Background: an optimization exercise with open tools, aiming at a short achievable clock period and few clock cycles. Do not read the settings as production practice.
In this exercise RTL edits were held to simulation tests only and were not proved equivalent to the original.
In runs 3 to 5 the design's own scripts or RTL, not TritonCTS, make the clock network.
The clock input has no modelled driver; a real chip could not lean on it and would need a root buffer or a full tree.
Power is estimated from default activity; no workload was simulated.

[flow/flow/run.sh]
#!/bin/bash
set -euo pipefail
bash standard.sh synth > synth.log 2>&1
sed 's|"\${@:-finish}"|SETUP_SLACK_MARGIN=10 MATCH_CELL_FOOTPRINT=0 "BUFFER_PORTS_ARGS=-buffer_cell sky130_fd_sc_hd__buf_4" "${@:-finish}"|' standard.sh > tuned.sh
grep -q 'SETUP_SLACK_MARGIN=10 MATCH_CELL_FOOTPRINT=0' tuned.sh
bash tuned.sh > layout.log 2>&1
[flow/standard.sh]
#!/bin/bash
# synth_recipe.tcl (not shown) runs the flow's synth.tcl, then flattens the netlist and writes it again
# the make line also repeats each setting of config.mk as NAME=value (left out here)
make -C /OpenROAD-flow-scripts/flow DESIGN_CONFIG=/design/flow/config.mk WORK_HOME=/design/flow/orfs CLKGATE_MAP_FILE= SYNTH_SCRIPT=/design/flow/synth_recipe.tcl "${@:-finish}"
[flow/config.mk]
export PLATFORM = sky130hd
export DESIGN_NAME = CPU
export DESIGN_NICKNAME = CPU
export VERILOG_FILES = /design/flow/design.v
export SDC_FILE = /design/flow/constraint.sdc
export NUM_CORES = 4
export LEC_CHECK = 0
export CAP_MARGIN = 20
export CORE_MARGIN = 2
export CORE_UTILIZATION = 55
export SLEW_MARGIN = 20
[flow/constraint.sdc]
create_clock -name core_clock -period 14.0 [get_ports {clk}]
set_input_delay 2.8000 -clock core_clock [delete_from_list [all_inputs] [get_ports {clk}]]
set_output_delay 2.8000 -clock core_clock [all_outputs]
set_load 0.01 [all_outputs]
[flow/design.v]
`timescale 1ns / 1ps
module CPU(
clk,
reset,
imem_addr,
imem_data,
wb_en, wb_reg, wb_data,
st_en, st_addr, st_data
);
input clk,reset;
output wire [31:0] imem_addr;
input wire [31:0] imem_data;
output reg wb_en;
output reg [4:0] wb_reg;
output reg [31:0] wb_data;
output reg st_en;
output reg [5:0] st_addr;
output reg [31:0] st_data;
localparam [5:0] OP_R = 6'b000000, OP_LW = 6'b100011, OP_SW = 6'b101011,
                 OP_BEQ = 6'b000100, OP_J = 6'b000010, OP_ADDI = 6'b001000;
integer i;
reg [31:0] rf [0:31];
reg [31:0] dmem [0:63];
wire       redirect;
wire       stall;
reg  [9:0] pc;
reg  [9:0] pc_n;
reg  [9:0] e_alt;          
assign imem_addr = {20'd0, pc, 2'b00};
reg  [9:0] pcp1;
reg        inc_c;
always @(*) begin
	inc_c = 1'b1;
	for (i = 0; i < 10; i = i + 1) begin
		pcp1[i] = ~pc_n[i] ^ inc_c;
		inc_c   = inc_c & ~pc_n[i];
	end
end
wire [31:0] inst = imem_data;
wire        f_is_j = (inst[31:26] == OP_J);
wire        f_pt = (inst[31:26] == OP_BEQ) & ((inst[25:21] == inst[20:16]) | inst[15]);
wire [9:0]  f_bt = pcp1 + inst[9:0];
wire [9:0]  f_next = redirect ? e_alt : stall ? ~pc_n : f_is_j ? inst[9:0] : f_pt ? f_bt : pcp1;
always @(posedge clk or posedge reset)
	if (reset) begin
		pc   <= 10'd0;
		pc_n <= 10'h3ff;
	end else begin
		pc   <= f_next;
		pc_n <= ~f_next;
	end
reg        d_valid;
reg [31:0] d_inst;
reg [9:0]  d_pcp1;
reg        d_pt;
reg [31:0] d_rs_oh, d_rt_oh;
always @(posedge clk or posedge reset)
	if (reset)
		d_valid <= 1'b0;
	else if (redirect)
		d_valid <= 1'b0;
	else if (!stall)
		d_valid <= 1'b1;
always @(posedge clk)
	if (!stall) begin
		d_inst <= inst;
		d_pcp1 <= pcp1;
		d_pt   <= f_pt;
		for (i = 0; i < 32; i = i + 1) begin
			d_rs_oh[i] <= (inst[25:21] == i);
			d_rt_oh[i] <= (inst[20:16] == i);
		end
	end
wire [5:0]  d_op = d_inst[31:26];
wire [4:0]  d_rs = d_inst[25:21];
wire [4:0]  d_rt = d_inst[20:16];
wire [4:0]  d_rd = d_inst[15:11];
wire [5:0]  d_fn = d_inst[5:0];
wire [31:0] d_imm = {{16{d_inst[15]}}, d_inst[15:0]};
wire d_is_r    = (d_op == OP_R);
wire d_is_addi = (d_op == OP_ADDI);
wire d_is_lw   = (d_op == OP_LW);
wire d_is_sw   = (d_op == OP_SW);
wire d_is_beq  = (d_op == OP_BEQ);
wire d_writes  = d_is_r | d_is_addi | d_is_lw;
wire d_useimm  = d_is_addi | d_is_lw | d_is_sw;
wire d_uses_rt = d_is_r | d_is_sw | d_is_beq;
wire [4:0] d_wreg = d_is_r ? d_rd : d_rt;
reg        wbi_en;
reg [31:0] wbi_sel;       
reg [31:0] wbi_data_n;    
reg        sti_en;
reg [63:0] sti_sel;       
reg [31:0] sti_data_n;    
wire [31:0] wbi_data = ~wbi_data_n;
wire [31:0] sti_data = ~sti_data_n;
reg        e_valid;
reg        e_writes;
reg [4:0]  e_wreg;
reg        e_is_sw, e_is_beq, e_is_lw, e_pt;
reg        e_fm_a, e_fm_b, e_fm_bi;     
reg        e_fw_a, e_fw_b, e_fw_bi;     
reg [31:0] e_a, e_b, e_bi;
reg [5:0]  e_imm6;
reg [4:0]  e_sh;
reg        e_sub, e_sel_arith, e_sel_and, e_sel_or, e_sel_slt, e_sel_sll;
reg        m_valid;
reg        m_writes;
reg [4:0]  m_wreg;
reg        m_is_lw, m_is_sw;
reg [31:0] m_res;
reg [63:0] m_sel;
reg [5:0]  m_addr;
reg [31:0] m_sdata;
reg [31:0] d_rf_a, d_rf_b;
always @(*) begin
	d_rf_a = 32'd0;
	d_rf_b = 32'd0;
	for (i = 0; i < 32; i = i + 1) begin
		d_rf_a = d_rf_a | ({32{d_rs_oh[i]}} & rf[i]);
		d_rf_b = d_rf_b | ({32{d_rt_oh[i]}} & rf[i]);
	end
end
wire d_byp_a = wbi_en & |(wbi_sel & d_rs_oh);
wire d_byp_b = wbi_en & |(wbi_sel & d_rt_oh);
wire [31:0] d_a = d_byp_a ? wbi_data : d_rf_a;
wire [31:0] d_b = d_byp_b ? wbi_data : d_rf_b;
wire d_fm_a = e_valid & e_writes & (e_wreg == d_rs);
wire d_fm_b = e_valid & e_writes & (e_wreg == d_rt);
wire d_fw_a = m_valid & m_writes & (m_wreg == d_rs);
wire d_fw_b = m_valid & m_writes & (m_wreg == d_rt);
assign stall = d_valid & e_is_lw & (d_fm_a | (d_fm_b & d_uses_rt));
always @(posedge clk or posedge reset)
	if (reset)
		e_valid <= 1'b0;
	else
		e_valid <= d_valid & ~redirect & ~stall;
always @(posedge clk) begin
	e_writes    <= d_writes;
	e_wreg      <= d_wreg;
	e_is_sw     <= d_is_sw;
	e_is_lw     <= d_is_lw;
	e_is_beq    <= d_is_beq;
	e_pt        <= d_pt;
	e_fm_a      <= d_fm_a;
	e_fm_b      <= d_fm_b;
	e_fm_bi     <= d_fm_b & ~d_useimm;
	e_fw_a      <= d_fw_a & ~d_fm_a;
	e_fw_b      <= d_fw_b & ~d_fm_b;
	e_fw_bi     <= d_fw_b & ~d_fm_b & ~d_useimm;
	e_a         <= d_a;
	e_b         <= d_b;
	e_bi        <= d_useimm ? d_imm : d_b;
	e_imm6      <= d_inst[5:0];
	e_sh        <= d_inst[10:6];
	e_sub       <= d_is_r & (d_fn == 6'b100010);
	e_sel_arith <= ~d_is_r | (d_fn == 6'b100000) | (d_fn == 6'b100010);
	e_sel_and   <= d_is_r & (d_fn == 6'b100100);
	e_sel_or    <= d_is_r & (d_fn == 6'b100101);
	e_sel_slt   <= d_is_r & (d_fn == 6'b101010);
	e_sel_sll   <= d_is_r & (d_fn == 6'b000000);
	e_alt       <= d_pt ? d_pcp1 : d_pcp1 + d_inst[9:0];
end
wire [31:0] x_a  = e_fm_a  ? m_res : e_fw_a  ? wbi_data : e_a;
wire [31:0] x_b  = e_fm_b  ? m_res : e_fw_b  ? wbi_data : e_b;
wire [31:0] x_bi = e_fm_bi ? m_res : e_fw_bi ? wbi_data : e_bi;
wire [31:0] x_sum = e_sub ? x_a - x_bi : x_a + x_bi;
wire        x_lt  = x_a < x_bi;
wire [31:0] x_sll = x_bi << e_sh;
wire        x_eq  = (x_a == x_bi);
wire [31:0] x_res =
	({32{e_sel_arith}} & x_sum) |
	({32{e_sel_and}} & (x_a & x_bi)) |
	({32{e_sel_or}} & (x_a | x_bi)) |
	({32{e_sel_slt}} & {31'd0, x_lt}) |
	({32{e_sel_sll}} & x_sll);
wire [5:0] x_addr = x_a[5:0] + e_imm6;
assign redirect = e_valid & e_is_beq & (x_eq != e_pt);
always @(posedge clk or posedge reset)
	if (reset)
		m_valid <= 1'b0;
	else
		m_valid <= e_valid;
always @(posedge clk) begin
	m_writes <= e_writes;
	m_wreg   <= e_wreg;
	m_is_lw  <= e_is_lw;
	m_is_sw  <= e_is_sw;
	m_res    <= x_res;
	m_addr   <= x_addr;
	for (i = 0; i < 64; i = i + 1)
		m_sel[i] <= (x_addr == i);
	m_sdata  <= x_b;
end
reg  [31:0] y_mem;
always @(*) begin
	y_mem = 32'd0;
	for (i = 0; i < 64; i = i + 1)
		y_mem = y_mem | ({32{m_sel[i]}} & dmem[i]);
end
wire        y_ld_byp = sti_en & |(sti_sel & m_sel);
wire [31:0] y_res = !m_is_lw ? m_res : y_ld_byp ? sti_data : y_mem;
always @(posedge clk or posedge reset)
	if (reset) begin
		wb_en <= 1'b0;
		st_en <= 1'b0;
	end else begin
		wb_en <= m_valid & m_writes;
		st_en <= m_valid & m_is_sw;
	end
always @(posedge clk) begin
	wb_reg  <= m_wreg;
	wb_data <= y_res;
	st_addr <= m_addr;
	st_data <= m_sdata;
end
always @(posedge clk) begin
	wbi_en     <= m_valid & m_writes;
	for (i = 0; i < 32; i = i + 1)
		wbi_sel[i] <= (m_wreg == i);
	wbi_data_n <= ~y_res;
	sti_en     <= m_valid & m_is_sw;
	sti_sel    <= m_sel;
	sti_data_n <= ~m_sdata;
end
always @(posedge clk) begin
	for (i = 0; i < 32; i = i + 1)
		if (wbi_en && wbi_sel[i])
			rf[i] <= wbi_data;
	for (i = 0; i < 64; i = i + 1)
		if (sti_en && sti_sel[i])
			dmem[i] <= sti_data;
end
endmodule
==> results of run 1 <==
-- how the worst min path moves through the flow --
stage	from	endpoint	depth (start not counted)
floorplan	e_is_sw	m_is_sw	0
global placement	e_is_sw	m_is_sw	0
detailed placement	e_is_sw	m_is_sw	0
CTS	e_is_sw	m_is_sw	0
global route	m_addr[5]	st_addr[5]	0
finish	m_addr[5]	st_addr[5]	0
-- metal layers --
layer | vias up | GRT usage, % | wire length, um
met3 | 3380 | 17.5 | 107000
met5 | - | 0 | 203
met4 | 32 | 36.0 | 65100
li1 | 38100 | - | -
met1 | 51200 | 59.7 | 206000
met2 | 11600 | 69.9 | 272000
-- worst reg2reg max path, cell delays in order (launching register included) --
cell      delay, ns
edfxtp_1       0.35
buf_4          0.47
a22oi_1        0.35
nand4_1        0.42
o31a_4         0.46
buf_8          0.29
nor4_4         1.22
a21oi_1        0.20
mux2_2         0.33
-- area by class of cell --
cell class              count  share of cell area [%]
repair inverters            3                 0.00917
clock inverters           174                    1.14
multi-input cells        4608                    21.0
repair buffers            550                    2.94
clock buffers             512                    6.47
flip-flops and latches   3722                    65.2
well taps                3402                    2.60
inverters                 253                   0.592
diodes                     26                  0.0398
-- per-stage QoR --
stage / hold slack (ns) / cell area (um2) / setup slack, ns / total power, mW / util (%)
floorplan: 0.310 / 143000 / 9.28 / 15.5 / -
global placement: 0.313 / 149000 / 8.80 / 17.9 / 57.5
detailed placement: 0.312 / 149000 / 8.91 / 18.1 / 57.7
CTS: 0.326 / 163000 / 9.61 / 28.2 / 62.9
global route: 0.333 / 164000 / 9.62 / 29.1 / 63.2
finish: 0.328 / 164000 / 9.61 / 28.8 / 63.2
-- cells by family after synthesis --
logic type,share of synthesized area [%]
multiplexers,1.61
AO/OA/AOI/OAI,14.7
adder cells (fa/ha/maj),1.18
XOR/XNOR,0.417
AND/OR/NAND/NOR,5.26
buffers and inverters,2.30
flip-flops,74.5
other,0.00263
-- cell usage after synthesis (15+ instances only) --
cell type | instances | area share (%)
nand3_1 | 156 | 0.55
nand2_1 | 216 | 0.57
nand2b_1 | 49 | 0.21
dfxtp_1 | 518 | 7.3
buf_4 | 23 | 0.12
nor2_1 | 320 | 0.84
nor4_1 | 76 | 0.33
mux2i_1 | 138 | 0.97
a21o_1 | 21 | 0.11
xnor2_1 | 47 | 0.29
dfrtp_1 | 15 | 0.26
a22o_1 | 527 | 3.2
nand4_1 | 307 | 1.3
mux4_2 | 17 | 0.27
a21oi_1 | 173 | 0.61
ha_1 | 127 | 1.1
mux2_2 | 47 | 0.37
o211ai_1 | 23 | 0.12
a221oi_1 | 532 | 3.3
nor2b_1 | 77 | 0.34
edfxtp_1 | 3179 | 67
inv_1 | 250 | 0.66
nor3_1 | 88 | 0.31
a22oi_1 | 1059 | 5.6
o31ai_1 | 27 | 0.14
o21ai_0 | 204 | 0.71
clkbuf_1 | 445 | 1.2
and2_1 | 104 | 0.46
buf_1 | 89 | 0.23
xor2_1 | 21 | 0.13
buf_2 | 18 | 0.063
a31oi_1 | 44 | 0.19
-- where the power goes --
group / internal, mW / total (mW) / switching (mW)
Combinational: 1.35 / 4.84 / 3.48
Clock: 5.94 / 10.3 / 4.37
Sequential: 13.1 / 13.6 / 0.529
Total: 20.4 / 28.8 / 8.38
-- what timing repair did --
action	CTS	global route
pin swaps	11	21
setup endpoints to repair	207	156
buffers inserted	13	20
gates cloned	4	4
gates resized for setup	263	76
-- cells in the final DEF (no fill, tap or decap), types with 167 or more instances in the layout --
cell / netlist / final
a22oi_1: 1059 / 1059
nand4_1: 307 / 307
a22o_1: 527 / 527
nand2_1: 216 / 214
a221oi_1: 532 / 530
clkbuf_16: 0 / 397
edfxtp_1: 3179 / 3179
o21ai_0: 204 / 175
buf_4: 23 / 432
nor2_1: 320 / 320
a21oi_1: 173 / 167
inv_1: 250 / 229
dfxtp_1: 518 / 366
==> reports/metrics.csv, run 1 <==
metric;value;unit
synth_cell_type_count;84;
layout-drive-gt1-share;16.3;%
start_kind;flip-flop;
drt.antenna.violating_nets;0;
drt-wirelength-per-cell;49.1;um
cts_buffers;385;
clk_pin_slew;0.06;ns
die_area;264000;um2
slew_violations;0;
largest_reg_flops;2048;
cp_cell_sequence;buf_6;
crit_path_start;wb_data[22];
multi_input_area;34400;um2
grt_usage;48.3;%
synth-edff-count;3179;
netlist_area;143000;um2
dp_hpwl;351;mm
period_share;31.4;%
max_freq;228;MHz
leakage;54.5;nW
dr_total_vias;104000;
cts-hold-fix-buffers;0;
status;finished clean;
cp_num_cells;1;
largest_registers;dmem x2048, rf x1024;
die_w;514;um
synth-seq-cells;3722;
htreeDepth;5;
clockRootBuffer;clkbuf_16;
critPathCapture;wb_data[22];
worst_path_dominant_cell_family;flip-flops;
tns;0;ns
layout.nets;9689;
dp.cells;12500;
cts_num_sinks;3722;
hold_class;flip-flop to flip-flop;
grt_pass1_wl;852;mm
cp_slowest_stage_delay;0.45;ns
drc_errors;0;
crit_required;11.20;ns
clk_latency;1.02;ns
endpoint_kind;primary output;
grt_max_degree;88;
via_per_inst;7.87;
critPathBufInv;1;
num_rows;187;
synth_cells;9143;
io_buffers;120;
fillers;18800;
yosys_warnings;3;
grt_pass1_vias;96200;
synth-seq-area-share;74.5;%
start_util;55.1;%
top_register;dmem;
tightest_slew;1.36;ns
syn_to_final_growth;14.6;%
antenna_found_initial;47;
fp.coreArea;259000;um2
slew_headroom;8.62;%
r2r_end;e_bi[18];
synth.avg_cell_area;15.6;um2
firstDrtPassIters;7;
setup_viol;0;
rrSetupSlack;9.82;ns
routed_wl;651;mm
peakVddDrop;0.000140;V
drt_iter0_drc;23900;
synthArstFlopShare;0.672;%
min_period;4.39;ns
criticalPathCategory;flip-flop to primary output;
crit_path_max_fanout;1;
r2r-start;d_rt_oh[11];
cap_violations;0;
clk_path_buf_depth;4;
cp_data_arrival_time;1.59;ns
power-per-cell-area;176;nW/um2
final_cells;13300;
die_h;514;um
slowest_stage;dfxtp_4;
clock-skew-final;0.0889;ns
seq_area;107000;um2
ios;143;
rsz0062_at_grt;yes;
place_congestion;0.974;
ys.flop_type;edfxtp_1;
ff2ff_path_depth;8;
cts_tree;done;
grt-ovfl-total;0;
hold_viol_final;0;
Testbench counts, summed over its fixed seeds: cycles 34,077.
==> inputs of run 2 (changes only) <==
--- a/flow/design.v
+++ b/flow/design.v
@@ -40,7 +40,11 @@
 wire        f_is_j = (inst[31:26] == OP_J);
 wire        f_pt = (inst[31:26] == OP_BEQ) & ((inst[25:21] == inst[20:16]) | inst[15]);
 wire [9:0]  f_bt = pcp1 + inst[9:0];
-wire [9:0]  f_next = redirect ? e_alt : stall ? ~pc_n : f_is_j ? inst[9:0] : f_pt ? f_bt : pcp1;
+wire        f_hold  = redirect | stall;
+wire [9:0]  f_base  = redirect ? e_alt : stall ? ~pc_n : pcp1;
+wire        f_taken = f_is_j | f_pt;
+wire [9:0]  f_tgt   = f_is_j ? inst[9:0] : f_bt;
+wire [9:0]  f_next  = (f_taken & ~f_hold) ? f_tgt : f_base;
 always @(posedge clk or posedge reset)
 	if (reset) begin
 		pc   <= 10'd0;
@@ -54,6 +58,7 @@
 reg [9:0]  d_pcp1;
 reg        d_pt;
 reg [31:0] d_rs_oh, d_rt_oh;
+reg        d_byp_a, d_byp_b;    
 always @(posedge clk or posedge reset)
 	if (reset)
 		d_valid <= 1'b0;
@@ -112,6 +117,11 @@
 reg [63:0] m_sel;
 reg [5:0]  m_addr;
 reg [31:0] m_sdata;
+reg        m_ld_byp;    
+always @(posedge clk) begin
+	d_byp_a <= m_valid & m_writes & (m_wreg == (stall ? d_inst[25:21] : inst[25:21]));
+	d_byp_b <= m_valid & m_writes & (m_wreg == (stall ? d_inst[20:16] : inst[20:16]));
+end
 reg [31:0] d_rf_a, d_rf_b;
 always @(*) begin
 	d_rf_a = 32'd0;
@@ -121,8 +131,6 @@
 		d_rf_b = d_rf_b | ({32{d_rt_oh[i]}} & rf[i]);
 	end
 end
-wire d_byp_a = wbi_en & |(wbi_sel & d_rs_oh);
-wire d_byp_b = wbi_en & |(wbi_sel & d_rt_oh);
 wire [31:0] d_a = d_byp_a ? wbi_data : d_rf_a;
 wire [31:0] d_b = d_byp_b ? wbi_data : d_rf_b;
 wire d_fm_a = e_valid & e_writes & (e_wreg == d_rs);
@@ -191,6 +199,7 @@
 	for (i = 0; i < 64; i = i + 1)
 		m_sel[i] <= (x_addr == i);
 	m_sdata  <= x_b;
+	m_ld_byp <= m_valid & m_is_sw & (m_addr == x_addr);
 end
 reg  [31:0] y_mem;
 always @(*) begin
@@ -198,8 +207,7 @@
 	for (i = 0; i < 64; i = i + 1)
 		y_mem = y_mem | ({32{m_sel[i]}} & dmem[i]);
 end
-wire        y_ld_byp = sti_en & |(sti_sel & m_sel);
-wire [31:0] y_res = !m_is_lw ? m_res : y_ld_byp ? sti_data : y_mem;
+wire [31:0] y_res = !m_is_lw ? m_res : m_ld_byp ? sti_data : y_mem;
 always @(posedge clk or posedge reset)
 	if (reset) begin
 		wb_en <= 1'b0;
--- a/flow/config.mk
+++ b/flow/config.mk
@@ -8,4 +8,6 @@
 export CAP_MARGIN = 20
 export CORE_MARGIN = 2
 export CORE_UTILIZATION = 55
+export CTS_CLUSTER_DIAMETER = 80
+export CTS_CLUSTER_SIZE = 25
 export SLEW_MARGIN = 20
==> reports/metrics.csv, run 2 <==
metric;value;unit;change
drt.antenna.violating_nets;0;;unchanged
num_rows;187;;unchanged
synth_area_leaders;edfxtp_1, dfxtp_1, a221oi_1;;
die_h;514;um;about the same
clk_latency;0.93;ns;-0.09 ns
power-per-cell-area;156;nW/um2;-11%
fp.coreArea;259000;um2;unchanged
slowest_stage;dfrtp_1;;
routed_wl;643;mm;-1.2%
critPathBufInv;1;;unchanged
die_w;514;um;about the same
hold_class;flip-flop to flip-flop;;
clk_path_buf_depth;3;;-1
seq_area;107000;um2;about the same
tns;0;ns;unchanged
worst_path_dominant_cell_family;flip-flops;;
grt_pass1_vias;94100;;-2.1%
die_area;264000;um2;about the same
io_buffers;120;;unchanged
p_sw_share;30.8;%;+1.7 points
grt_usage;47.7;%;-0.59 points
crit_required;11.20;ns;about the same
drt_iter0_drc;24300;;+1.4%
netSwitchingPower;7.55;mW;-9.9%
synthArstFlopShare;0.671;%;about the same
fillers;19600;;+4.5%
cts_buffers;179;;-54%
clockRootBuffer;clkbuf_16;;
min_period;4.23;ns;-0.166 ns
place_congestion;0.966;;-0.76%
rsz0062_at_grt;yes;;
p_seq_share;55.2;%;+7.8 points
ys.flop_type;edfxtp_1;;
largest_reg_flops;2048;;unchanged
grt_pass1_wl;841;mm;-1.4%
slew_headroom;14.2;%;+5.5 points
netlist_area;143000;um2;about the same
clk_pin_slew;0.10;ns;+0.04 ns
leakage;51.7;nW;-5.2%
synthDominantCellAreaShare;66.8;%;about the same
criticalPathCategory;flip-flop to primary output;;
firstDrtPassIters;10;;+3
largest_registers;dmem x2048, rf x1024;;
dp_hpwl;353;mm;+0.74%
cts_num_sinks;3725;;+0.081%
cts_tree;done;;
cap_violations;0;;unchanged
synth-seq-area-share;74.6;%;about the same
synth_top_cell_by_area;edfxtp_1;;
crit_path_max_fanout;1;;unchanged
syn_to_final_growth;9.91;%;
layout.nets;9536;;-1.6%
layout_common_cells;edfxtp_1, a22oi_1, a221oi_1;;
tightest_slew;1.29;ns;-0.0743 ns
clock-skew-final;0.0680;ns;-0.0208 ns
htreeDepth;4;;-1
via_per_inst;7.93;;+0.78%
peakVddDrop;0.000153;V;+9.7%
top_register;dmem;;
multi_input_area;34000;um2;-1.0%
synth-seq-cells;3725;;+0.081%
start_kind;flip-flop;;
synth-edff-count;3179;;unchanged
comb_power_share;19.4;%;+2.6 points
dr_total_vias;103000;;-1.5%
synth_commonest_cells;edfxtp_1, a22oi_1, a221oi_1, a22o_1, dfxtp_1;;
ios;143;;unchanged
synthMostInstantiatedCell;edfxtp_1;;
max_freq;236;MHz;+3.9%
drc_errors;0;;unchanged
antenna_found_initial;42;;-11%
final_common_cell;edfxtp_1;;
synth.avg_cell_area;15.6;um2;about the same
setup_viol;0;;unchanged
yosys_warnings;3;;unchanged
synth_cell_type_count;95;;+13%
grt_max_degree;88;;unchanged
layout-drive-gt1-share;13.9;%;-2.4 points
status;finished clean;;
power_frac_clock;25.4;%;-10 points
cp_data_arrival_time;1.43;ns;-0.16 ns
endpoint_kind;primary output;;
slew_violations;0;;unchanged
period_share;30.2;%;-1.2 points
start_util;55.2;%;about the same
cp_cell_sequence;buf_6;;
synth_cells;9140;;-0.033%
grt-ovfl-total;0;;unchanged
hold_viol_final;0;;unchanged
drt-wirelength-per-cell;49.7;um;+1.1%
dp.cells;12500;;+0.088%
intPower;17.0;mW;-17%
final_cells;13000;;-2.2%
cp_slowest_stage_delay;0.40;ns;-0.05 ns
## run 2: cell count changes in the layout (fill, tap and decap cells not counted), sizes merged, moves of 84 or more
cell / previous run / this run
nand2: 216 / 315
clkinv: 135 / 32
a221oi: 535 / 619
a21oi: 173 / 268
clkbuf: 519 / 287
a222oi: 0 / 96
a22oi: 1059 / 643
## run 2: final cells by class
class	instances	area share, %
antenna	39	0.0622
clock buffer	282	3.19
clock inverter	41	0.357
inverter	272	0.656
multi-input combinational	4577	21.7
sequential	3725	68.0
tap	3402	2.71
timing repair buffer	615	3.37
## run 2: through the flow
step | hold slack (ns) | utilization [%] | worst slack, ns | total power [mW] | instance area, um2
final | 0.322 | 60.6 | 9.77 | 24.5 | 157000
after global routing | 0.324 | 60.6 | 9.73 | 24.9 | 157000
after CTS | 0.325 | 60.1 | 9.71 | 24.0 | 156000
after detailed placement | 0.324 | 57.6 | 8.71 | 17.9 | 149000
after global placement | 0.313 | 57.6 | 8.72 | 17.9 | 149000
after floorplan | 0.310 | - | 9.50 | 15.5 | 143000
## run 2: power by group through the flow
stage,clock network (mW),registers (mW),logic [mW]
final,6.21,13.5,4.77
after CTS,6.15,13.5,4.30
after detailed placement,0,13.7,4.18
after global routing,6.50,13.6,4.82
after floorplan,0,13.5,1.99
after global placement,0,13.7,4.14
## run 2: cell families (layout without fill, tap and decap cells)
logic type                 Yosys count  count (layout)  share of synthesized area [%]
DFF                               3725            3725                           74.6
AOI/OAI and AO/OA                 2662            2662                           14.6
and+or+nand+nor                   1523            1524                           5.42
buffers and inverters              860            1210                           2.40
muxes                              156             156                           1.28
adders and majority gates          132             132                           1.18
xor gates and xnor gates            81              81                          0.497
other                                1              61                        0.00263
## run 2: worst paths after layout
path                       slack (ns)  depth (start not counted)        start       endpoint
setup / recovery                 9.77                          1        pc[8]  imem_addr[10]
hold / removal                   0.32                          0  m_sdata[26]    st_data[26]
setup reg to reg                 9.79                          8    m_sel[27]     wb_data[4]
hold reg to reg                  0.32                          0  m_sdata[26]    st_data[26]
max in group asynchronous       11.26                          2        reset        m_valid
min in group asynchronous        2.13                          2        reset          pc[4]
## run 2: layer usage
layer  track usage, %  share of wire, %
met5                0             0.027
met4             35.2               9.6
met3             16.0                16
met2             69.5                42
met1             59.6                32
## run 2: timing repair
item	in CTS	in global routing
endpoints found under the setup margin	209	141
resized for setup	231	110
hold buffers	0	0
pin swaps	20	52
buffers inserted	18	64
cloned	3	3
Testbench counts of run 2, summed over its fixed seeds: cycles 34,077.
==> inputs of run 3 (changes only) <==
--- a/flow/design.v
+++ b/flow/design.v
@@ -46,13 +46,12 @@
 wire [9:0]  f_tgt   = f_is_j ? inst[9:0] : f_bt;
 wire [9:0]  f_next  = (f_taken & ~f_hold) ? f_tgt : f_base;
 always @(posedge clk or posedge reset)
-	if (reset) begin
-		pc   <= 10'd0;
+	if (reset)
 		pc_n <= 10'h3ff;
-	end else begin
-		pc   <= f_next;
+	else
 		pc_n <= ~f_next;
-	end
+always @(posedge clk)
+	pc <= reset ? 10'd0 : f_next;
 reg        d_valid;
 reg [31:0] d_inst;
 reg [9:0]  d_pcp1;
@@ -90,11 +89,10 @@
 wire d_writes  = d_is_r | d_is_addi | d_is_lw;
 wire d_useimm  = d_is_addi | d_is_lw | d_is_sw;
 wire d_uses_rt = d_is_r | d_is_sw | d_is_beq;
+wire d_is_sub  = d_is_r & (d_fn == 6'b100010);
 wire [4:0] d_wreg = d_is_r ? d_rd : d_rt;
-reg        wbi_en;
 reg [31:0] wbi_sel;       
 reg [31:0] wbi_data_n;    
-reg        sti_en;
 reg [63:0] sti_sel;       
 reg [31:0] sti_data_n;    
 wire [31:0] wbi_data = ~wbi_data_n;
@@ -105,7 +103,7 @@
 reg        e_is_sw, e_is_beq, e_is_lw, e_pt;
 reg        e_fm_a, e_fm_b, e_fm_bi;     
 reg        e_fw_a, e_fw_b, e_fw_bi;     
-reg [31:0] e_a, e_b, e_bi;
+reg [31:0] e_a, e_b, e_bs;    
 reg [5:0]  e_imm6;
 reg [4:0]  e_sh;
 reg        e_sub, e_sel_arith, e_sel_and, e_sel_or, e_sel_slt, e_sel_sll;
@@ -158,10 +156,10 @@
 	e_fw_bi     <= d_fw_b & ~d_fm_b & ~d_useimm;
 	e_a         <= d_a;
 	e_b         <= d_b;
-	e_bi        <= d_useimm ? d_imm : d_b;
+	e_bs        <= d_useimm ? d_imm : d_is_sub ? ~d_b : d_b;
 	e_imm6      <= d_inst[5:0];
 	e_sh        <= d_inst[10:6];
-	e_sub       <= d_is_r & (d_fn == 6'b100010);
+	e_sub       <= d_is_sub;
 	e_sel_arith <= ~d_is_r | (d_fn == 6'b100000) | (d_fn == 6'b100010);
 	e_sel_and   <= d_is_r & (d_fn == 6'b100100);
 	e_sel_or    <= d_is_r & (d_fn == 6'b100101);
@@ -171,15 +169,15 @@
 end
 wire [31:0] x_a  = e_fm_a  ? m_res : e_fw_a  ? wbi_data : e_a;
 wire [31:0] x_b  = e_fm_b  ? m_res : e_fw_b  ? wbi_data : e_b;
-wire [31:0] x_bi = e_fm_bi ? m_res : e_fw_bi ? wbi_data : e_bi;
-wire [31:0] x_sum = e_sub ? x_a - x_bi : x_a + x_bi;
-wire        x_lt  = x_a < x_bi;
-wire [31:0] x_sll = x_bi << e_sh;
-wire        x_eq  = (x_a == x_bi);
+wire [31:0] x_bs = e_fm_bi ? m_res ^ {32{e_sub}} : e_fw_bi ? wbi_data ^ {32{e_sub}} : e_bs;
+wire [31:0] x_sum = x_a + x_bs + {31'd0, e_sub};
+wire        x_lt  = x_a < x_b;
+wire [31:0] x_sll = x_b << e_sh;
+wire        x_eq  = (x_a == x_b);
 wire [31:0] x_res =
 	({32{e_sel_arith}} & x_sum) |
-	({32{e_sel_and}} & (x_a & x_bi)) |
-	({32{e_sel_or}} & (x_a | x_bi)) |
+	({32{e_sel_and}} & (x_a & x_b)) |
+	({32{e_sel_or}} & (x_a | x_b)) |
 	({32{e_sel_slt}} & {31'd0, x_lt}) |
 	({32{e_sel_sll}} & x_sll);
 wire [5:0] x_addr = x_a[5:0] + e_imm6;
@@ -208,35 +206,28 @@
 		y_mem = y_mem | ({32{m_sel[i]}} & dmem[i]);
 end
 wire [31:0] y_res = !m_is_lw ? m_res : m_ld_byp ? sti_data : y_mem;
-always @(posedge clk or posedge reset)
-	if (reset) begin
-		wb_en <= 1'b0;
-		st_en <= 1'b0;
-	end else begin
-		wb_en <= m_valid & m_writes;
-		st_en <= m_valid & m_is_sw;
-	end
-always @(posedge clk) begin
+always @(posedge clk) begin
+	wb_en   <= m_valid & m_writes;
+	st_en   <= m_valid & m_is_sw;
 	wb_reg  <= m_wreg;
 	wb_data <= y_res;
 	st_addr <= m_addr;
 	st_data <= m_sdata;
 end
 always @(posedge clk) begin
-	wbi_en     <= m_valid & m_writes;
 	for (i = 0; i < 32; i = i + 1)
-		wbi_sel[i] <= (m_wreg == i);
+		wbi_sel[i] <= m_valid & m_writes & (m_wreg == i);
 	wbi_data_n <= ~y_res;
-	sti_en     <= m_valid & m_is_sw;
-	sti_sel    <= m_sel;
+	for (i = 0; i < 64; i = i + 1)
+		sti_sel[i] <= m_valid & m_is_sw & m_sel[i];
 	sti_data_n <= ~m_sdata;
 end
 always @(posedge clk) begin
 	for (i = 0; i < 32; i = i + 1)
-		if (wbi_en && wbi_sel[i])
+		if (wbi_sel[i])
 			rf[i] <= wbi_data;
 	for (i = 0; i < 64; i = i + 1)
-		if (sti_en && sti_sel[i])
+		if (sti_sel[i])
 			dmem[i] <= sti_data;
 end
 endmodule
==> flow/flow/run.sh (replaced) <==
#!/bin/bash
set -euo pipefail
bash standard.sh synth > synth.log 2>&1
sed "s|\"\\\${@:-finish}\"|SETUP_SLACK_MARGIN=10 MATCH_CELL_FOOTPRINT=0 \"BUFFER_PORTS_ARGS=-buffer_cell sky130_fd_sc_hd__buf_4\" PRE_DETAIL_PLACE_TCL=$PWD/flow/outflops.tcl PRE_CTS_TCL=$PWD/flow/mycts.tcl \"\${@:-finish}\"|" standard.sh > tuned.sh
grep -q 'PRE_CTS_TCL=' tuned.sh
bash tuned.sh > layout.log 2>&1
==> flow/flow/mycts.tcl (new file) <==

rename clock_tree_synthesis orfs_tritoncts_unused

proc mycts_spread {pts idx} {
  set lo 1e18; set hi -1e18
  foreach p $pts { set v [lindex $p $idx]; if {$v < $lo} {set lo $v}; if {$v > $hi} {set hi $v} }
  return [expr {$hi - $lo}]
}

# split a list of {obj x y} in two halves across its longer side
proc mycts_halves {pts} {
  set idx [expr {[mycts_spread $pts 1] >= [mycts_spread $pts 2] ? 1 : 2}]
  set s [lsort -real -index $idx $pts]
  set h [expr {[llength $s] / 2}]
  return [list [lrange $s 0 [expr {$h - 1}]] [lrange $s $h end]]
}

proc mycts_clusters {pts maxn {maxspan 1e18}} {
  if {[llength $pts] <= $maxn && [mycts_spread $pts 1] + [mycts_spread $pts 2] <= $maxspan} { return [list $pts] }
  set out {}
  foreach half [mycts_halves $pts] { lappend out {*}[mycts_clusters $half $maxn $maxspan] }
  return $out
}

proc mycts_centroid {pts} {
  set sx 0.0; set sy 0.0
  foreach p $pts { set sx [expr {$sx + [lindex $p 1]}]; set sy [expr {$sy + [lindex $p 2]}] }
  set n [llength $pts]
  return [list [expr {int($sx / $n)}] [expr {int($sy / $n)}]]
}

proc mycts_buffer {block master name x y innet outnet} {
  set inst [odb::dbInst_create $block $master $name]
  set w [[$inst getMaster] getWidth]
  set h [[$inst getMaster] getHeight]
  $inst setLocation [expr {$x - $w / 2}] [expr {$y - $h / 2}]
  $inst setPlacementStatus PLACED
  [$inst findITerm A] connect $innet
  [$inst findITerm X] connect $outnet
  return $inst
}

proc clock_tree_synthesis {args} {
  # MYCTS_LEVELS bisection levels below the 4 top buffers: the first
  # MYCTS_MID_LEVELS of them make mid buffer groups, the rest leaf clusters.
  set db [ord::get_db]
  set block [ord::get_db_block]
  set env_or {apply {{n d} { expr {[info exists ::env($n)] ? $::env($n) : $d} }}}
  set leaf_size [{*}$env_or MYCTS_LEAF_SIZE 24]
  # largest width + height of a leaf cluster, in database units
  set leaf_span [expr {[{*}$env_or MYCTS_LEAF_SPAN 90] * [$block getDbUnitsPerMicron]}]
  set mid_levels [{*}$env_or MYCTS_MID_LEVELS 3]
  set leaf_cell [{*}$env_or MYCTS_LEAF_CELL sky130_fd_sc_hd__clkbuf_16]
  set mid_cell [{*}$env_or MYCTS_MID_CELL sky130_fd_sc_hd__clkbuf_16]
  set top_cell [{*}$env_or MYCTS_TOP_CELL sky130_fd_sc_hd__clkbuf_16]
  set db [ord::get_db]
  set block [ord::get_db_block]
  set clk_net [$block findNet clk]
  set sinks {}
  foreach it [$clk_net getITerms] {
    set bb [[$it getInst] getBBox]
    lappend sinks [list $it [expr {([$bb xMin] + [$bb xMax]) / 2}] [expr {([$bb yMin] + [$bb yMax]) / 2}]]
  }
  puts "mycts: [llength $sinks] sinks; leaf size $leaf_size, mid levels $mid_levels, cells $top_cell $mid_cell $leaf_cell"
  set quarters {}
  foreach half [mycts_halves $sinks] { lappend quarters {*}[mycts_halves $half] }
  set nleaf 0
  set nmid 0
  set q 0
  foreach quarter $quarters {
    set topnet [odb::dbNet_create $block "clknet_top_$q"]
    $topnet setSigType CLOCK
    set groups [list $quarter]
    for {set l 0} {$l < $mid_levels} {incr l} {
      set ng {}
      foreach g $groups { lappend ng {*}[mycts_halves $g] }
      set groups $ng
    }
    set midpos {}
    foreach g $groups {
      if {$mid_levels > 0} {
        set midnet [odb::dbNet_create $block "clknet_mid_$nmid"]
        $midnet setSigType CLOCK
      } else {
        set midnet $topnet
      }
      set leafpos {}
      foreach cl [mycts_clusters $g $leaf_size $leaf_span] {
        set net [odb::dbNet_create $block "clknet_leaf_$nleaf"]
        $net setSigType CLOCK
        foreach p $cl {
          set it [lindex $p 0]
          $it disconnect
          $it connect $net
        }
        lassign [mycts_centroid $cl] x y
        mycts_buffer $block [$db findMaster $leaf_cell] "clkbuf_leaf_$nleaf" $x $y $midnet $net
        lappend leafpos [list {} $x $y]
        incr nleaf
      }
      if {$mid_levels > 0} {
        lassign [mycts_centroid $leafpos] x y
        mycts_buffer $block [$db findMaster $mid_cell] "clkbuf_mid_$nmid" $x $y $topnet $midnet
        lappend midpos [list {} $x $y]
        incr nmid
      } else {
        lappend midpos {*}$leafpos
      }
    }
    lassign [mycts_centroid $midpos] x y
    mycts_buffer $block [$db findMaster $top_cell] "clkbuf_top_$q" $x $y $clk_net $topnet
    incr q
  }
  puts "mycts: 4 top, $nmid mid, $nleaf leaf buffers"
  global_connect
  set_propagated_clock [all_clocks]
}
==> flow/flow/outflops.tcl (new file) <==
# Sourced by ORFS's detail_place.tcl (PRE_DETAIL_PLACE_TCL): put each flip-flop
# that drives an output port's buffer (and nothing else) right beside that
# buffer, so the clock-to-output path has no long wire. Detailed placement
# then legalizes the moved cells.
set block [ord::get_db_block]
set moved 0
foreach bterm [$block getBTerms] {
  if {[$bterm getIoType] != "OUTPUT"} { continue }
  set net [$bterm getNet]
  if {$net == "NULL"} { continue }
  set buf ""
  foreach it [$net getITerms] { if {[$it isOutputSignal]} { set buf [$it getInst] } }
  if {$buf == ""} { continue }
  set drv ""
  set others 0
  foreach it [$buf getITerms] {
    if {![$it isInputSignal]} { continue }
    set n2 [$it getNet]
    if {$n2 == "NULL"} { continue }
    foreach it2 [$n2 getITerms] {
      if {[$it2 isOutputSignal]} { set drv [$it2 getInst] } elseif {[$it2 getInst] != $buf} { incr others }
    }
  }
  if {$drv == "" || $others != 0} { continue }
  if {![string match "*__df*" [[$drv getMaster] getName]]} { continue }
  lassign [$buf getLocation] bx by
  set w [[$drv getMaster] getWidth]
  $drv setLocation [expr {$bx - $w}] $by
  incr moved
}
puts "outflops: moved $moved output flip-flops beside their port buffers"
--- a/flow/config.mk
+++ b/flow/config.mk
@@ -8,6 +8,4 @@
 export CAP_MARGIN = 20
 export CORE_MARGIN = 2
 export CORE_UTILIZATION = 55
-export CTS_CLUSTER_DIAMETER = 80
-export CTS_CLUSTER_SIZE = 25
 export SLEW_MARGIN = 20
==> reports/metrics.csv, run 3 <==
metric;value;unit;change
synth_commonest_cells;edfxtp_1, a22oi_1, a221oi_1, a22o_1, dfxtp_1;;
status;finished clean;;
synthArstFlopShare;0.349;%;-0.32 points
synth_top_cell_by_area;edfxtp_1;;
power-per-cell-area;164;nW/um2;+5.0%
syn_to_final_growth;10.9;%;
largest_registers;dmem x2048, rf x1024;;
hold_viol_final;0;;unchanged
clk_latency;0.77;ns;-0.16 ns
fillers;19000;;-3.2%
dr_total_vias;103000;;-0.12%
synth-edff-count;3179;;unchanged
synth-seq-cells;3723;;-0.054%
synth_cell_type_count;84;;-12%
period_share;30.2;%;about the same
fp.coreArea;257000;um2;-0.71%
cp_data_arrival_time;4.84;ns;+3.41 ns
tightest_slew;1.38;ns;+0.0933 ns
largest_reg_flops;2048;;unchanged
cts-hold-fix-buffers;0;;unchanged
criticalPathCategory;flip-flop to flip-flop;;
clk_pin_slew;0.07;ns;-0.03 ns
yosys_warnings;3;;unchanged
max_freq;237;MHz;about the same
start_kind;flip-flop;;
top_register;dmem;;
slew_violations;0;;unchanged
place_congestion;0.949;;-1.8%
grt_max_degree;81;;-8.0%
die_area;263000;um2;-0.25%
leakage;52.3;nW;+1.1%
hold_class;flip-flop to flip-flop;;
dp_hpwl;343;mm;-2.9%
crit_path_max_fanout;24;;+23
setup_viol;0;;unchanged
start_util;55.4;%;+0.26 points
io_buffers;120;;unchanged
routed_wl;647;mm;+0.56%
grt_pass1_vias;94700;;+0.56%
drt-wirelength-per-cell;50.5;um;+1.8%
synth_cells;9061;;-0.86%
cap_violations;0;;unchanged
final_common_cell;edfxtp_1;;
utilization;61.5;%;+0.83 points
grt_pass1_wl;846;mm;+0.59%
tns;0;ns;unchanged
clock-skew-final;0.0974;ns;+0.0293 ns
synthDominantCellAreaShare;67.0;%;+0.17 points
die_h;513;um;-0.13%
antenna_found_initial;36;;-14%
crit_required;14.61;ns;+3.41 ns
peakVddDrop;0.000125;V;-18%
place_ws;8.12;ns;-0.591 ns
synth-seq-area-share;74.7;%;+0.12 points
fin_area;158000;um2;+0.65%
fin_ws;9.77;ns;+0.00388 ns
synth.avg_cell_area;15.7;um2;+0.62%
ys.flop_type;edfxtp_1;;
drt.antenna.violating_nets;0;;unchanged
endpoint_kind;flip-flop;;
via_per_inst;8.02;;+1.1%
drt_iter0_drc;23100;;-4.8%
min_period;4.23;ns;-0.00388 ns
layout_common_cells;edfxtp_1, a22oi_1, a22o_1, a221oi_1, buf_4;;
slew_headroom;7.32;%;-6.8 points
ios;143;;unchanged
num_rows;186;;-0.53%
netlist_area;142000;um2;-0.25%
synthMostInstantiatedCell;edfxtp_1;;
layout-drive-gt1-share;14.1;%;+0.22 points
die_w;513;um;-0.13%
grt_usage;47.9;%;+0.20 points
power;25.9;mW;+5.7%
placed_cell_area;149000;um2;-0.36%
drc_errors;0;;unchanged
rsz0062_at_grt;yes;;
firstDrtPassIters;10;;unchanged
layout.nets;9581;;+0.47%
grt-ovfl-total;0;;unchanged
synth_area_leaders;edfxtp_1, dfxtp_1, a221oi_1;;
==> run 3: cell count changes after synthesis, sizes merged, moves of 20 or more <==
cell   before  now
inv       269  249
o22ai       4   37
o21ai     190  133
nand2     315  233
a21oi     268  346
ha        127  157
xnor2      65   85
and2      107   12
and3        4   70
o21a        8   40
==> run 3: layout make-up <==
type	instances	area (um2)	share of cell area, %
diodes	28	70.1	0.0443
plain buffers	298	7460	4.72
inverters	251	1020	0.648
multi-input cells	4521	33800	21.4
flip-flops and latches	3723	107000	67.5
well taps	3384	4230	2.68
repair buffers	569	4650	2.95
repair inverters	21	105	0.0665
==> run 3: power breakdown <==
| part | switching [mW] | internal, mW |
|---|---|---|
| combinational | 3.51 | 1.27 |
| clock | 3.70 | 3.75 |
| sequential | 0.522 | 13.2 |
| total | 7.74 | 18.2 |
==> run 3: worst max-delay path, stage by stage (launching register included) <==
cell,delay [ns]
dfxtp_2,0.31
buf_4,0.36
buf_4,0.40
a22o_1,0.27
a221oi_1,0.25
nand4_1,0.24
nor4_1,0.53
nand4_1,0.87
a31oi_4,0.58
inv_1,0.21
==> run 3: logic make-up (layout without fill, tap and decap cells) <==
| kind of cell | after synthesis | in the layout | synth area share, % |
|---|---|---|---|
| flops | 3723 | 3723 | 74.7 |
| compound gates | 2697 | 2698 | 14.8 |
| simple gates | 1387 | 1389 | 4.98 |
| buf+inv | 841 | 1139 | 2.35 |
| fa+ha+maj | 162 | 162 | 1.45 |
| mux | 137 | 137 | 1.07 |
| xor+xnor | 113 | 113 | 0.695 |
| other cells | 1 | 50 | 0.00263 |
==> run 3: routing by layer <==
layer	track usage [%]	vias to the layer above	part of all wire, %	wire (um)
met5	0.384	-	0.062	400
met4	38.1	22	10	66900
met3	16.5	3050	16	104000
met2	69.3	11000	42	271000
met1	58.8	51200	32	204000
li1	-	37400	-	-
==> run 3: path summary, 6_finish.rpt <==
check / from / end / slack [ns] / depth (start not counted)
worst min-delay path: e_is_sw / m_is_sw / 0.32 / 0
worst min register to register: e_is_sw / m_is_sw / 0.32 / 0
worst max register to register: m_sel[54] / wb_data[14] / 9.77 / 9
max in group asynchronous: reset / m_valid / 11.40 / 2
worst max-delay path: m_sel[54] / wb_data[14] / 9.77 / 9
min in group asynchronous: reset / e_valid / 2.18 / 2
==> run 3: stage by stage <==
step | hold WS, ns | std cells
floorplan | 0.310 | 9082
global placement | 0.327 | 12400
detailed placement | 0.327 | 12400
CTS | 0.321 | 12700
global route | 0.318 | 12800
finish | 0.318 | 12800
==> run 3: repair_timing <==
| action | 4_1_cts | 5_1_grt |
|---|---|---|
| setup buffers | 48 | 19 |
| cloned | 27 | 2 |
| setup endpoints to repair | 134 | 82 |
| pin swaps | 25 | 44 |
| endpoints found under the hold margin | 0 | 0 |
| gates resized for setup | 134 | 79 |
Testbench counts of run 3, summed over its fixed seeds: cycles 34,077.
==> inputs of run 4 (changes only) <==
==> flow/flow/run.sh (replaced) <==
#!/bin/bash
set -euo pipefail
bash standard.sh synth > synth.log 2>&1
sed "s|\"\\\${@:-finish}\"|SETUP_SLACK_MARGIN=10.5 MATCH_CELL_FOOTPRINT=0 \"BUFFER_PORTS_ARGS=-buffer_cell sky130_fd_sc_hd__buf_4\" PRE_DETAIL_PLACE_TCL=$PWD/flow/outflops.tcl PRE_CTS_TCL=$PWD/flow/mycts.tcl \"\${@:-finish}\"|" standard.sh > tuned.sh
grep -q 'PRE_CTS_TCL=' tuned.sh
bash tuned.sh > layout.log 2>&1
==> reports/metrics.csv, run 4 <==
metric;value;unit;change
min_period;4.12;ns;-0.108 ns
synth_commonest_cells;edfxtp_1, a22oi_1, a221oi_1, a22o_1, dfxtp_1;;
rsz0062_at_grt;yes;;
top_usage_layer;met2;;
place_congestion;0.970;;+2.2%
largest_reg_flops;2048;;unchanged
yosys_warnings;3;;unchanged
worst_path_dominant_cell_family;compound AO/OA/AOI/OAI gates;;
status;finished clean;;
fp.coreArea;257000;um2;unchanged
layout.nets;9738;;+1.6%
max_freq;243;MHz;+2.6%
dr_total_vias;105000;;+1.9%
drt.antenna.violating_nets;0;;unchanged
syn_to_final_growth;13.3;%;
slew_headroom;8.70;%;+1.4 points
grt_pass1_vias;95900;;+1.3%
clk_latency;0.74;ns;-0.03 ns
hold_class;flip-flop to flip-flop;;
dp.cells;12400;;+0.057%
slowest_stage;o41ai_2;;
multi_input_area;34900;um2;+3.4%
cp_cell_sequence;buf_8 -> ha_4 -> a21o_1 -> a21oi_2 -> o21bai_2 -> a2111oi_4 -> o41ai_2 -> xor2_1 -> nand2_1 -> xnor2_2 -> o211a_1;;
critPathBufInv;1;;-2
final_common_cell;edfxtp_1;;
largest_registers;dmem x2048, rf x1024;;
crit_required;14.60;ns;about the same
synthDominantCellAreaShare;67.0;%;unchanged
hold_viol_final;0;;unchanged
fillers;18700;;-1.7%
synth-seq-cells;3723;;unchanged
slew_violations;0;;unchanged
synth-edff-count;3179;;unchanged
start_kind;primary input;;
grt_use_met1;59.9;%;+1.2 points
synthArstFlopShare;0.349;%;unchanged
firstDrtPassIters;13;;+3
grtUsageMet3;16.3;%;-0.19 points
grt_usage;48.6;%;+0.67 points
hold_ws;0.329;ns;+0.0113 ns
antenna_found_initial;34;;-5.6%
cts-hold-fix-buffers;0;;unchanged
grt_max_degree;86;;+6.2%
die_h;513;um;unchanged
ios;143;;unchanged
num_rows;186;;unchanged
grt_pass1_wl;857;mm;+1.4%
placed_cell_area;149000;um2;about the same
utilization;62.8;%;+1.3 points
clk_pin_slew;0.07;ns;about the same
setup_viol;0;;unchanged
fin_ws;9.88;ns;+0.108 ns
via_per_inst;8.07;;+0.68%
place_ws;8.26;ns;+0.143 ns
cp_slowest_stage_delay;0.41;ns;-0.46 ns
synth_cell_type_count;84;;unchanged
start_util;55.4;%;unchanged
netlist_area;142000;um2;unchanged
tns;0;ns;unchanged
die_w;513;um;unchanged
fin_area;161000;um2;+2.2%
period_share;29.4;%;-0.77 points
ff2ff_path_depth;17;;+8
tightest_slew;1.36;ns;-0.0205 ns
grt-ovfl-total;0;;unchanged
power-per-cell-area;164;nW/um2;+0.22%
cp_num_cells;11;;+2
synthMostInstantiatedCell;edfxtp_1;;
peakVddDrop;0.000158;V;+26%
dp_hpwl;349;mm;+1.7%
layout-drive-gt1-share;17.8;%;+3.7 points
io_buffers;120;;unchanged
synth_area_leaders;edfxtp_1, dfxtp_1, a221oi_1;;
cp_data_arrival_time;4.71;ns;-0.13 ns
endpoint_kind;flip-flop;;
synth.avg_cell_area;15.7;um2;unchanged
drt-wirelength-per-cell;50.9;um;+0.69%
drc_errors;0;;unchanged
met2_usage;70.5;%;+1.2 points
synth-seq-area-share;74.7;%;unchanged
clock-skew-final;0.0854;ns;-0.0120 ns
ys.flop_type;edfxtp_1;;
final_cells;12900;;+1.2%
synth_top_cell_by_area;edfxtp_1;;
drt_iter0_drc;24100;;+4.2%
seq_area;107000;um2;+0.16%
synth_cells;9061;;unchanged
routed_wl;659;mm;+1.9%
whs_path_depth;0;;unchanged
layout_common_cells;edfxtp_1, a22oi_1, a22o_1;;
top_register;dmem;;
die_area;263000;um2;unchanged
criticalPathCategory;primary input to flip-flop;;
power;26.5;mW;+2.4%
leakage;53.6;nW;+2.5%
cap_violations;0;;unchanged
crit_path_max_fanout;2;;-92%
run 4: cell counts after synthesis:
No cell type changed its count.
run 4: kinds of logic after synthesis:
group / Yosys count / synth area share, %
other: 1 / 0.00263
xor gates and xnor gates: 113 / 0.695
AOI/OAI and AO/OA: 2697 / 14.8
buffers and inverters: 841 / 2.35
and+or+nand+nor: 1387 / 4.98
muxes: 137 / 1.07
adders and majority gates: 162 / 1.45
DFF: 3723 / 74.7
run 4: final timing paths:
kind | start | to | slack (ns)
max in group asynchronous | reset | m_valid | 11.33
min in group asynchronous | reset | d_valid | 2.25
min | e_is_sw | m_is_sw | 0.33
min reg2reg | e_is_sw | m_is_sw | 0.33
max | imem_data[1] | pc[9] | 9.88
max reg2reg | e_fw_b | pc[3] | 10.05
run 4: layer usage:
metal  part of all wire, %  up-vias
met5                 0.023        -
met4                    11       24
met2                    42    11400
met3                    16     3322
li1                      -    37700
met1                    31    52100
run 4: timing repair:
| item | 4_1_cts | 5_1_grt |
|---|---|---|
| cloned | 38 | 6 |
| buffers inserted | 129 | 74 |
| setup endpoints to repair | 254 | 216 |
| pin swaps | 121 | 133 |
| gates resized for setup | 534 | 197 |
run 4: power breakdown:
| part | total [mW] | switching (mW) | internal [mW] | leakage, nW |
|---|---|---|---|---|
| combinational | 5.36 | 3.76 | 1.60 | 16.4 |
| clock | 7.45 | 3.72 | 3.73 | 3.65 |
| sequential | 13.7 | 0.551 | 13.2 | 33.6 |
run 4: layout make-up:
cell class / instances / area share (%)
Sequential cell: 3723 / 66.2
Timing Repair Buffer: 724 / 4.21
Multi-Input combinational cell: 4522 / 21.6
Buffer: 296 / 4.59
Tap cell: 3384 / 2.62
Timing Repair inverter: 24 / 0.0744
Antenna cell: 24 / 0.0372
Inverter: 251 / 0.643
==> inputs of run 5 (changes only) <==
--- a/flow/design.v
+++ b/flow/design.v
@@ -46,12 +46,13 @@
 wire [9:0]  f_tgt   = f_is_j ? inst[9:0] : f_bt;
 wire [9:0]  f_next  = (f_taken & ~f_hold) ? f_tgt : f_base;
 always @(posedge clk or posedge reset)
-	if (reset)
+	if (reset) begin
+		pc   <= 10'd0;
 		pc_n <= 10'h3ff;
-	else
+	end else begin
+		pc   <= f_next;
 		pc_n <= ~f_next;
-always @(posedge clk)
-	pc <= reset ? 10'd0 : f_next;
+	end
 reg        d_valid;
 reg [31:0] d_inst;
 reg [9:0]  d_pcp1;
==> reports/metrics.csv, run 5 <==
metric;value;unit;change
tns;0;ns;unchanged
drc_errors;0;;unchanged
slowest_stage;dfrtp_1;;
synth_cell_type_count;82;;-2.4%
start_util;55.1;%;-0.27 points
setup_viol;0;;unchanged
routed_wl;664;mm;+0.72%
ys.flop_type;edfxtp_1;;
cap_violations;0;;unchanged
max_freq;245;MHz;+0.79%
synth_commonest_cells;edfxtp_1, a22oi_1, a221oi_1, a22o_1, dfxtp_1;;
via_per_inst;8.06;;-0.17%
power;26.3;mW;-0.71%
power-per-cell-area;162;nW/um2;-1.2%
grtUsageMet3;16.6;%;+0.32 points
dp_hpwl;361;mm;+3.4%
largest_registers;dmem x2048, rf x1024;;
critPathCapture;imem_addr[6];;
start_kind;flip-flop;;
placed_cell_area;149000;um2;+0.43%
leakage;53.8;nW;+0.40%
period_share;29.2;%;-0.23 points
dr_total_vias;105000;;+0.58%
fin_area;162000;um2;+0.52%
utilization;62.7;%;-0.13 points
synth_top_cell_by_area;edfxtp_1;;
hold_viol_final;0;;unchanged
layout.nets;9815;;+0.79%
cp_data_arrival_time;1.29;ns;-3.42 ns
synth_cells;9112;;+0.56%
die_area;264000;um2;+0.23%
worst_hold_startpoint;m_sdata[3];;
place_congestion;0.945;;-2.7%
synth-seq-area-share;74.6;%;-0.14 points
r2r_end;pc[9];;
critPathBufInv;1;;unchanged
synth.avg_cell_area;15.7;um2;-0.33%
criticalPathCategory;flip-flop to primary output;;
clk_latency;0.77;ns;+0.03 ns
die_w;514;um;+0.11%
ff2ff_path_depth;16;;-1
cts-hold-fix-buffers;0;;unchanged
grt-ovfl-total;0;;unchanged
grt_pass1_wl;867;mm;+1.2%
grt_max_degree;77;;-10%
ios;143;;unchanged
grt_use_met1;60.0;%;about the same
synthMostInstantiatedCell;edfxtp_1;;
firstDrtPassIters;11;;-2
place_ws;8.78;ns;+0.516 ns
slew_headroom;7.94;%;-0.75 points
yosys_warnings;3;;unchanged
clock-skew-final;0.122;ns;+0.0366 ns
drt_iter0_drc;23800;;-0.95%
cp_slowest_stage_delay;0.39;ns;-0.02 ns
drt.antenna.violating_nets;0;;unchanged
die_h;514;um;+0.11%
crit_path_max_fanout;1;;-1
top_register;dmem;;
slew_violations;0;;unchanged
cp_cell_sequence;buf_6;;
cp_num_cells;1;;-10
synth-edff-count;3179;;unchanged
crit_required;11.20;ns;-3.40 ns
netlist_area;143000;um2;+0.23%
status;finished clean;;
crit_path_start;pc[4];;
r2r-start;e_fw_b;;
rsz0062_at_grt;yes;;
fin_ws;9.91;ns;+0.0325 ns
largest_reg_flops;2048;;unchanged
fp.coreArea;259000;um2;+0.72%
clk_pin_slew;0.07;ns;about the same
met2_usage;71.4;%;+0.85 points
syn_to_final_growth;13.6;%;
synth-seq-cells;3723;;unchanged
synthDominantCellAreaShare;66.8;%;-0.15 points
min_period;4.09;ns;-0.0325 ns
rrSetupSlack;10.05;ns;about the same
layout-drive-gt1-share;18.4;%;+0.59 points
tightest_slew;1.38;ns;+0.0218 ns
layout_common_cells;edfxtp_1, a22oi_1, a22o_1;;
final_common_cell;edfxtp_1;;
io_buffers;120;;unchanged
antenna_found_initial;51;;+50%
synth_area_leaders;edfxtp_1, dfxtp_1, a221oi_1;;
worst_path_dominant_cell_family;flip-flops;;
top_usage_layer;met2;;
grt_pass1_vias;97200;;+1.4%
hold_class;flip-flop to flip-flop;;
peakVddDrop;0.000123;V;-22%
num_rows;187;;+0.54%
synthArstFlopShare;0.618;%;+0.27 points
drt-wirelength-per-cell;50.9;um;about the same
grt_usage;49.1;%;+0.50 points
endpoint_kind;primary output;;
==> run 5: cell types whose count changed after synthesis, moves of 8 or more <==
cell,change
o31ai_1,+12
o31ai_4,-10
nand2b_1,+8
nor2b_1,+35
nand2_1,-11
dfxtp_1,-10
dfrtp_1,+10
nand3b_1,+8
o31ai_2,+12
mux2i_1,-13
==> run 5: cell families (layout without fill, tap and decap cells) <==
logic type	count (synthesis)	count (layout)	share of synthesized area (%)
other	1	48	0.00263
AND/OR/NAND/NOR	1430	1433	5.14
XOR/XNOR	101	101	0.619
multiplexers	132	132	1.09
buffers and inverters	842	1322	2.33
flip-flops	3723	3723	74.6
AO/OA/AOI/OAI	2721	2722	14.8
adder cells (fa/ha/maj)	162	162	1.45
==> run 5: worst min-delay path by stage <==
stage | endpoint | slack (ns) | cells after the start
after global placement | st_data[1] | 0.34 | 0
after CTS | st_data[3] | 0.35 | 0
after floorplan | m_is_sw | 0.31 | 0
final | st_data[3] | 0.35 | 0
after detailed placement | st_data[3] | 0.34 | 0
after global routing | st_data[6] | 0.36 | 0
==> run 5: area by class of cell <==
type	instances	area (um2)
fillers	18900	96700
flip-flops and latches	3723	107000
inverters	249	1050
well taps	3402	4260
repair inverters	28	140
multi-input cells	4572	35500
diodes	26	65.1
repair buffers	748	6980
plain buffers	297	7430
==> run 5: where the power goes <==
part           internal [mW]  switching [mW]
Clock                   3.74            3.70
Combinational           1.55            3.64
Sequential              13.1           0.618
==> run 5: per-stage QoR <==
stage,cells,hold slack (ns)
after floorplan,9133,0.310
after global routing,13000,0.358
after CTS,12900,0.346
after detailed placement,12500,0.340
final,13000,0.346
after global placement,12500,0.339
==> run 5: metal layers <==
| layer | routed length, um | vias to the layer above |
|---|---|---|
| met4 | 71900 | 30 |
| met1 | 207000 | 52200 |
| li1 | - | 38000 |
| met2 | 278000 | 11500 |
| met5 | 215 | - |
| met3 | 107000 | 3485 |
==> run 5: repair_timing <==
action                     in CTS  in global routing
gates resized for setup       515                235
pin swaps                     114                120
setup endpoints to repair     333                231
buffers inserted              129                 64
gates cloned                   44                  5
Testbench counts of run 5, summed over its fixed seeds: cycles 34,077.

[afterwards: timing with drivers on the ports]
Ports are ideal in the flow. The routed layouts listed here were re-timed in OpenROAD. Step 1: set_driving_cell puts a clkbuf_16 on clk and a buf_2 on each other input, an assumption about the parent block. Step 2 adds t to the input delays and takes it off the output delays; t is the mean of the earliest and latest rising clock arrival at the registers after step 1. Input paths then give back, and output paths get back, about the clock's delay inside the block. a / b / c = ideal / step 1 / step 2; a / b = the first two.
| run | t, ns | setup slack, ns | hold slack, ns | worst setup path after step 2 | worst slew at a driven data input, ns |
|---|---|---|---|---|---|
| run 1 | 1.082 | 9.605 / 9.500 / 9.021 | 0.328 / 0.328 / 0.328 | input to register | 0.04 |
| run 2 | 1.008 | 9.771 / 9.660 / 9.171 | 0.322 / 0.322 / 0.322 | input to register | 0.03 |
| run 3 | 0.925 | 9.775 / 9.762 / 9.227 | 0.318 / 0.318 / 0.318 | input to register | 0.06 |
| run 4 | 0.948 | 9.882 / 9.771 / 9.141 | 0.329 / 0.329 / 0.329 | input to register | 0.07 |
| run 5 | 0.956 | 9.915 / 9.673 / 9.327 | 0.346 / 0.346 / 0.346 | input to register | 0.07 |
After both steps setup and hold are still met in every run listed. The setup slack of run 4, which loses most, moves by -0.111 ns with the drivers and by -0.741 ns with both steps.
